Background: an optimization exercise with open tools, aiming at small area. Do not read the settings as production practice. In this exercise RTL edits were held to simulation tests only and were not proved equivalent to the original. Power figures rest on the tool's default switching activity, not on a simulated workload.

## flow/design.v (module list and top-level ports; edited modules follow where they fit)
// module font_rom: 1050 lines
// module caption_renderer: 58 lines
// module alpha_blender: 38 lines
// module caption_overlay: 65 lines
module caption_overlay (
    input  logic         clk,
    input  logic         rst_n,
    input  logic [14:0]  vid_rgb_in,
    input  logic         vid_de_in,
    input  logic         vid_vs_in,
    input  logic         vid_hs_in,
    input  logic [7:0]   vid_x,
    input  logic [7:0]   vid_y,
    input  logic         text_valid,
    input  logic [255:0] text_string,
    input  logic [4:0]   text_length,
    input  logic         cfg_enable,
    input  logic         cfg_mode,
    input  logic [14:0]  cfg_caption_color,
    input  logic [7:0]   cfg_caption_y,
    output logic [14:0]  vid_rgb_out,
    output logic         vid_de_out,
    output logic         vid_vs_out,
    output logic         vid_hs_out
);
  // ...
==> flow/run.sh <==
#!/bin/bash
# synth_recipe.tcl (not shown) runs the flow's synth.tcl, then flattens the netlist and writes it again
# the make line also repeats each setting of config.mk as NAME=value (left out here)
make -C /OpenROAD-flow-scripts/flow DESIGN_CONFIG=/design/flow/config.mk WORK_HOME=/design/flow/orfs CLKGATE_MAP_FILE= SYNTH_SCRIPT=/design/flow/synth_recipe.tcl finish
==> flow/config.mk <==
export PLATFORM = sky130hd
export DESIGN_NAME = caption_overlay
export DESIGN_NICKNAME = caption_overlay
export VERILOG_FILES = /design/flow/design.v
export SDC_FILE = /design/flow/constraint.sdc
export NUM_CORES = 4
export LEC_CHECK = 0
export ABC_AREA = 1
export CAP_MARGIN = 20
export CORE_MARGIN = 2
export CORE_UTILIZATION = 40
export SLEW_MARGIN = 20
export SYNTH_MEMORY_MAX_BITS = 16384
==> flow/constraint.sdc <==
create_clock -name core_clock -period 10.0 [get_ports {clk}]
set_input_delay 2.0000 -clock core_clock [delete_from_list [all_inputs] [get_ports {clk}]]
set_output_delay 2.0000 -clock core_clock [all_outputs]
set_load 0.01 [all_outputs]
==> parameters.txt, run 1 <==
Parameter                              Value

Status
  Status  timing/DRC/antenna clean

Critical path
  Timing endpoint of the critical path    u_caption_renderer.lit_d1
  Slowest CP cell    o311ai_0
  Flop2flop setup slack    6.32 ns

Synth
  Per-instance average area after synthesis    8.84 µm²
  Area share of the leading cell type in the synthesized netlist    35.6%
  Main combinational cell family by area after synthesis    simple AND/OR/NAND/NOR gates
  Number of instances in the synthesized netlist    1203
  Number of synthesized register bits    211
  Count of different cell masters after synthesis    61
  Commonest cells in the synthesized netlist    nand2_1 (282), edfxtp_1 (126), inv_1 (111)
  Number of nets produced by synthesis    1547

Route
  Final antenna-violating net count    0
  Number of detailed-routing iterations run before antenna repair    7
  Post-Route M1 WL    14.9 mm
  Amount of wire on met3 after detailed routing    3.46 mm
  Average wire length per cell after detail routing    20.3 µm

Pwr
  Leak Pwr    5.49 nW
  Power spent charging and discharging nets    0.000746 W
  Seq power    0.000983 W

Placement
  Routability congestion estimate from global placement    1.04

GRT
  Met3 routing resource usage after global routing    4.87%
  Layer with the highest usage after global routing    met2
  Met2 demand-to-capacity share in global routing    38.2%
  Antenna violations before repair    1

Clock network
  Post-CTS Resized    0
  Buffers inserted during post-CTS setup optimization    0

Cells and area
  Number of nets in the layout    1746
  Footprint of the multi-input gates    4300 µm²
  Post-route cell area    13800 µm²
  Share of post-route cells with drive strength above 1    6.98%
  Registers with the highest flip-flop counts    u_caption_renderer.line_buffer (126), u_alpha_blender.vid_d1 (18), u_alpha_blender.vid_d2 (18)
  Layout filler cell count    2422

Worst hold path
  Worst min-delay path startpoint    u_alpha_blender.vid_d1[9]

Floorplanning
  Die Wd    167 µm
==> run 2: changes to the inputs <==
==> flow/flow/run.sh (new file) <==
#!/bin/bash
# Own layout flow: the standard ORFS flow (standard.sh) with
#  - synthesis: the standard synthesis script, with an area-oriented ABC
#    mapping script (flow/abc_min_area.script);
#  - port buffers: buf_1 cells (every input and output port still gets one);
#  - CTS: smaller clock buffers, no dummy loads.
# Each tool's output is logged under orfs/logs (ORFS) and in flow_make.log.
set -euo pipefail
W=$(pwd)
export FLOW_WORK=$W
export FLOW_ABC_SCRIPT=$W/flow/abc_min_area.script
bash "$W/standard.sh" \
  SYNTH_SCRIPT="$W/flow/synth_area.tcl" \
  BUFFER_PORTS_ARGS="-buffer_cell sky130_fd_sc_hd__buf_1" \
  CTS_ARGS="-sink_clustering_enable -repair_clock_nets -dont_use_dummy_load -buf_list {sky130_fd_sc_hd__clkbuf_4 sky130_fd_sc_hd__clkbuf_8}" \
  finish > "$W/flow_make.log" 2>&1
==> flow/flow/abc_min_area.script (new file) <==
strash
dch
map -a
mfs2
strash
dch
map -a
topo
stime -c
==> flow/flow/synth_area.tcl (new file) <==
# The standard synthesis (synth_recipe.tcl, which ORFS's synth.tcl runs
# under), with one change: the final ABC technology mapping uses an
# area-oriented script instead of ORFS's delay-oriented one. Registers are
# mapped before ABC runs, so they are those of the standard synthesis.
proc abc {args} {
  set i [lsearch -exact $args -script]
  if { $i >= 0 } {
    lset args [expr { $i + 1 }] $::env(FLOW_ABC_SCRIPT)
  }
  yosys abc {*}$args
}
source $::env(FLOW_WORK)/synth_recipe.tcl
==> flow/standard.sh (new file) <==
#!/bin/bash
# synth_recipe.tcl (not shown) runs the flow's synth.tcl, then flattens the netlist and writes it again
# the make line also repeats each setting of config.mk as NAME=value (left out here)
make -C /OpenROAD-flow-scripts/flow DESIGN_CONFIG=/design/flow/config.mk WORK_HOME=/design/flow/orfs CLKGATE_MAP_FILE= SYNTH_SCRIPT=/design/flow/synth_recipe.tcl "${@:-finish}"
removed: flow/run.sh
==> parameters.txt, run 2 <==
Parameter                              Value

Status
  Status  timing/DRC/antenna clean

Timing
  Slew at the pin closest to its max-slew limit    0.909 ns
  Final-report hold violation count    0
  Clock Skew    0.0480 ns
  Final setup viols    0
  Worst-case hold slack    0.305 ns
  F_max    167 MHz
  Worst relative slew slack    38.9%
  Unrepaired setup endpoints after global routing    false
  Fin crit share    59.8%
  TNS Setup    0 ns
  Final Slew Violations    0
  Shortest clock period the worst path allows after layout    5.98 ns

Floorplanning
  DIE HEIGHT    160 µm
  Floorplan core area    24200 µm²
  # rows    57
  Die Wd    160 µm (-4.0%)
  Area of the die    25700 µm²
  I/O Pins    341
  Starting density of the core    40.5%

Cells and area
  Commonest non-fill, non-tap cell in the layout    buf_1
  Leading cell types in the layout, fill and taps excluded    buf_1 (210), nor2_1 (160), edfxtp_1 (126)
  Number of nets in the layout    1632 (-6.5%)
  Registers with the highest flip-flop counts    u_caption_renderer.line_buffer (126), u_alpha_blender.vid_d1 (18), u_alpha_blender.vid_d2 (18)
  Share of post-route cells with drive strength above 1    4.98% (-2.0 points)
  Area grow syn2layout    18.5%
  Number of diodes added for antenna fixing    0
  Layout filler cell count    2393 (-1.2%)
  Register ranked first by flip-flop count    u_caption_renderer.line_buffer
  Flip-flop count of the largest register, all copies and words added    126

Synth
  Synth top area cells    edfxtp_1 (39%), dfxtp_1 (12%), dfrtp_1 (6.4%), nor2_1 (6.2%), o21ai_0 (5.9%)
  Number of instances in the synthesized netlist    1023 (-15%)
  Async SR Flop Fraction    11.8%
  Post-synthesis cell area    9780 µm²
  Number of nets produced by synthesis    1367 (-12%)
  Number of synthesized register bits    211 (unchanged)
  Commonest cells in the synthesized netlist    nor2_1 (161), edfxtp_1 (126), clkinv_1 (121)
  EDFF count, synth    126
  Count of yosys warnings during synthesis    4
  Cell accounting for the most synthesized area    edfxtp_1
  Area share of the leading cell type in the synthesized netlist    38.7% (+3.1 points)
  Count of different cell masters after synthesis    41 (-33%)
  Portion of the post-synthesis area used by sequential elements    57.3%
  Most common cell in the netlist    nor2_1
  Per-instance average area after synthesis    9.56 µm² (+8.2%)
  Most frequently used flop master after synthesis    edfxtp_1

Critical path
  CP Class    primary input to flip-flop
  Setup crit end kind    flip-flop
  Data required time at the worst endpoint    10.33 ns
  Worst flop-to-flop path startpoint    u_caption_renderer.line_length[0]
  Number of cell instances on the worst register-to-register path    21
  Kind of launch point of the worst setup path    primary input
  Largest fanout on the critical path    21
  Arr. time, crit path    6.31 ns
  Flop2flop setup slack    5.49 ns (-0.83 ns)
  Reg2Reg Capture Point    u_caption_renderer.char_d1[2]

Pwr
  Proportion of power drawn by combinational gates    23.9%
  Sw frac    31.2%
  Share of total power in sequential cells    47.8%
  Power spent charging and discharging nets    0.000643 W (-14%)
  Leak Pwr    3.98 nW (-27%)
  Power per cell area    178 nW/µm²
  Clock network fraction of design power    28.4%
  Worst supply voltage drop on vdd    0.000144 V
  Int Pwr    0.00142 W

Route
  Number of detailed-routing iterations run before antenna repair    5 (-2)
  Average wire length per cell after detail routing    22.3 µm (+9.9%)
  DRC violation count after routing    0
  Final antenna-violating net count    0 (unchanged)
  Post-Route WL    35.9 mm
  Via total after detailed routing    9194
  Via/cell ratio    5.71
  DRC marker count from the first detailed-route iteration    928

GRT
  Antenna violations before repair    0 (-1)
  Total overflow reported by the global router    0
  Total global-route track usage    27.6%
  Via count of the first global-routing pass    8998
  First-pass GRT wire length    53.7 mm
  Maximum number of pins on one net before global-route repair    52

Clock network
  Cts-stage hold buffer count    0
  Maximum level of the CTS H-tree    2
  CTS sink count    211
  Clock tree from TritonCTS    yes
  CTS clock-pin slew for the worst setup and hold paths    0.06 ns
  TritonCTS Buffers    34
  Post-CTS Resized    0 (unchanged)
  Worst-Skew Late Latency    0.50 ns
  Buffers inserted during post-CTS setup optimization    0 (unchanged)
  Maximum root-to-sink buffer count    3
  Root Driver    clkbuf_8

Worst hold path
  Hold Path End    u_alpha_blender.vid_d2[6]
  Hold crit path type    flip-flop to flip-flop
  Hold Path Depth    0
  Worst min-delay path startpoint    u_alpha_blender.vid_d1[6]

Placement
  Placed wire-length estimate after detailed placement    27.4 mm
  Routability congestion estimate from global placement    0.991 (-4.6%)
  IO buf count    210

Run
  Max-cap viol count    0
-- run 2: per-stage QoR --
| step | cells | area [µm²] | worst slack, ns | util [%] | power (W) |
|---|---|---|---|---|---|
| 6_report | 1610 | 11600 | 4.02 | 47.9 | 0.00206 |
| 3_5_place_dp | 1576 | 11100 | 3.67 | 46.0 | 0.00148 |
| 2_1_floorplan | 1023 | 9780 | 3.99 | - | 0.00128 |
| 3_3_place_gp | 1576 | 11100 | 3.57 | 46.0 | 0.00149 |
| 4_1_cts | 1610 | 11600 | 4.17 | 47.9 | 0.00207 |
| 5_1_grt | 1610 | 11600 | 3.86 | 47.9 | 0.00216 |
-- run 2: cells by family after synthesis --
| group | count (synthesis) | synth area share (%) |
|---|---|---|
| buf+inv | 121 | 4.64 |
| flops | 211 | 57.3 |
| fa+ha+maj | 21 | 2.84 |
| xor+xnor | 2 | 0.179 |
| compound gates | 331 | 20.9 |
| simple gates | 337 | 14.1 |
-- run 2: worst max-delay path by stage --
stage	endpoint	depth (start not counted)	startpoint
global route	u_caption_renderer.lit_d1	24	vid_y[0]
detailed placement	u_caption_renderer.lit_d1	18	vid_y[0]
finish	u_caption_renderer.lit_d1	18	vid_y[0]
floorplan	u_caption_renderer.lit_d1	19	vid_y[0]
CTS	u_caption_renderer.lit_d1	18	vid_y[0]
global placement	u_caption_renderer.lit_d1	18	vid_y[0]
-- run 2: layer usage --
| layer | part of all wire (%) | up-vias | GRT usage (%) |
|---|---|---|---|
| li1 | - | 4250 | - |
| met2 | 48 | 508 | 45.3 |
| met5 | 0 | - | 0 |
| met3 | 8.3 | 127 | 5.68 |
| met1 | 39 | 4309 | 34.6 |
| met4 | 5.2 | 0 | 14.3 |
-- run 2: critical path: stages --
cell and delay, ns:
buf_1 0.07, clkinv_1 0.05, ha_1 0.15, clkinv_1 0.09
fa_1 0.40, nor2_1 0.14, nor2_2 0.05, buf_4 0.22
nor2_1 0.62, clkinv_1 0.70, nor2_1 0.36, a221oi_1 0.15
nor4_1 0.42, a21oi_1 0.10, o311ai_0 0.47, nand2_1 0.10
a31oi_1 0.15, a211oi_1 0.06
-- run 2: final cells by class --
cell class | count | area (µm²) | area share (%)
Tap cell | 324 | 405 | 3.50
Multi-Input combinational cell | 691 | 3720 | 32.1
Sequential cell | 211 | 5610 | 48.4
Timing Repair Buffer | 229 | 931 | 8.03
Inverter | 121 | 457 | 3.94
Clock buffer | 34 | 468 | 4.04
-- run 2: power by group through the flow --
stage	combinational, W	sequential (W)	clock, W
6_report	0.000491	0.000984	0.000584
2_1_floorplan	0.000278	0.00100	0
4_1_cts	0.000481	0.000984	0.000602
3_5_place_dp	0.000479	0.00100	0
3_3_place_gp	0.000493	0.00100	0
5_1_grt	0.000534	0.000987	0.000636

==> re-timing with driven ports <==
How much do the figures lean on ideal ports? The routed layouts below were timed once more, with nothing changed but the port constraints.
Step 1 sets driving cells, clkbuf_16 on the clock port and buf_2 on the other inputs (assumed; they add their load-dependent delay and slew).
Step 2, shift: input delay + t, output delay - t, t = (earliest + latest rising clock arrival at the registers) / 2. This alone moves slack from input paths to output paths.
Three values: no drivers, after step 1, after step 2; two values: the first two.
run | t (ns) | setup slack, ns | worst setup path at the end | clock arrival spread, ns | worst slew at a driven data input, ns
run 1 | 0.533 | 4.162 / 4.182 / 3.649 | input to register | 0.008 / 0.008 | 0.07
run 2 | 0.522 | 4.021 / 4.042 / 3.520 | input to register | 0.048 / 0.048 | 0.07
After both steps every run listed still meets setup and hold. For run 1, which loses most, drivers alone change the setup slack by +0.020 ns; drivers and shift together by -0.513 ns.
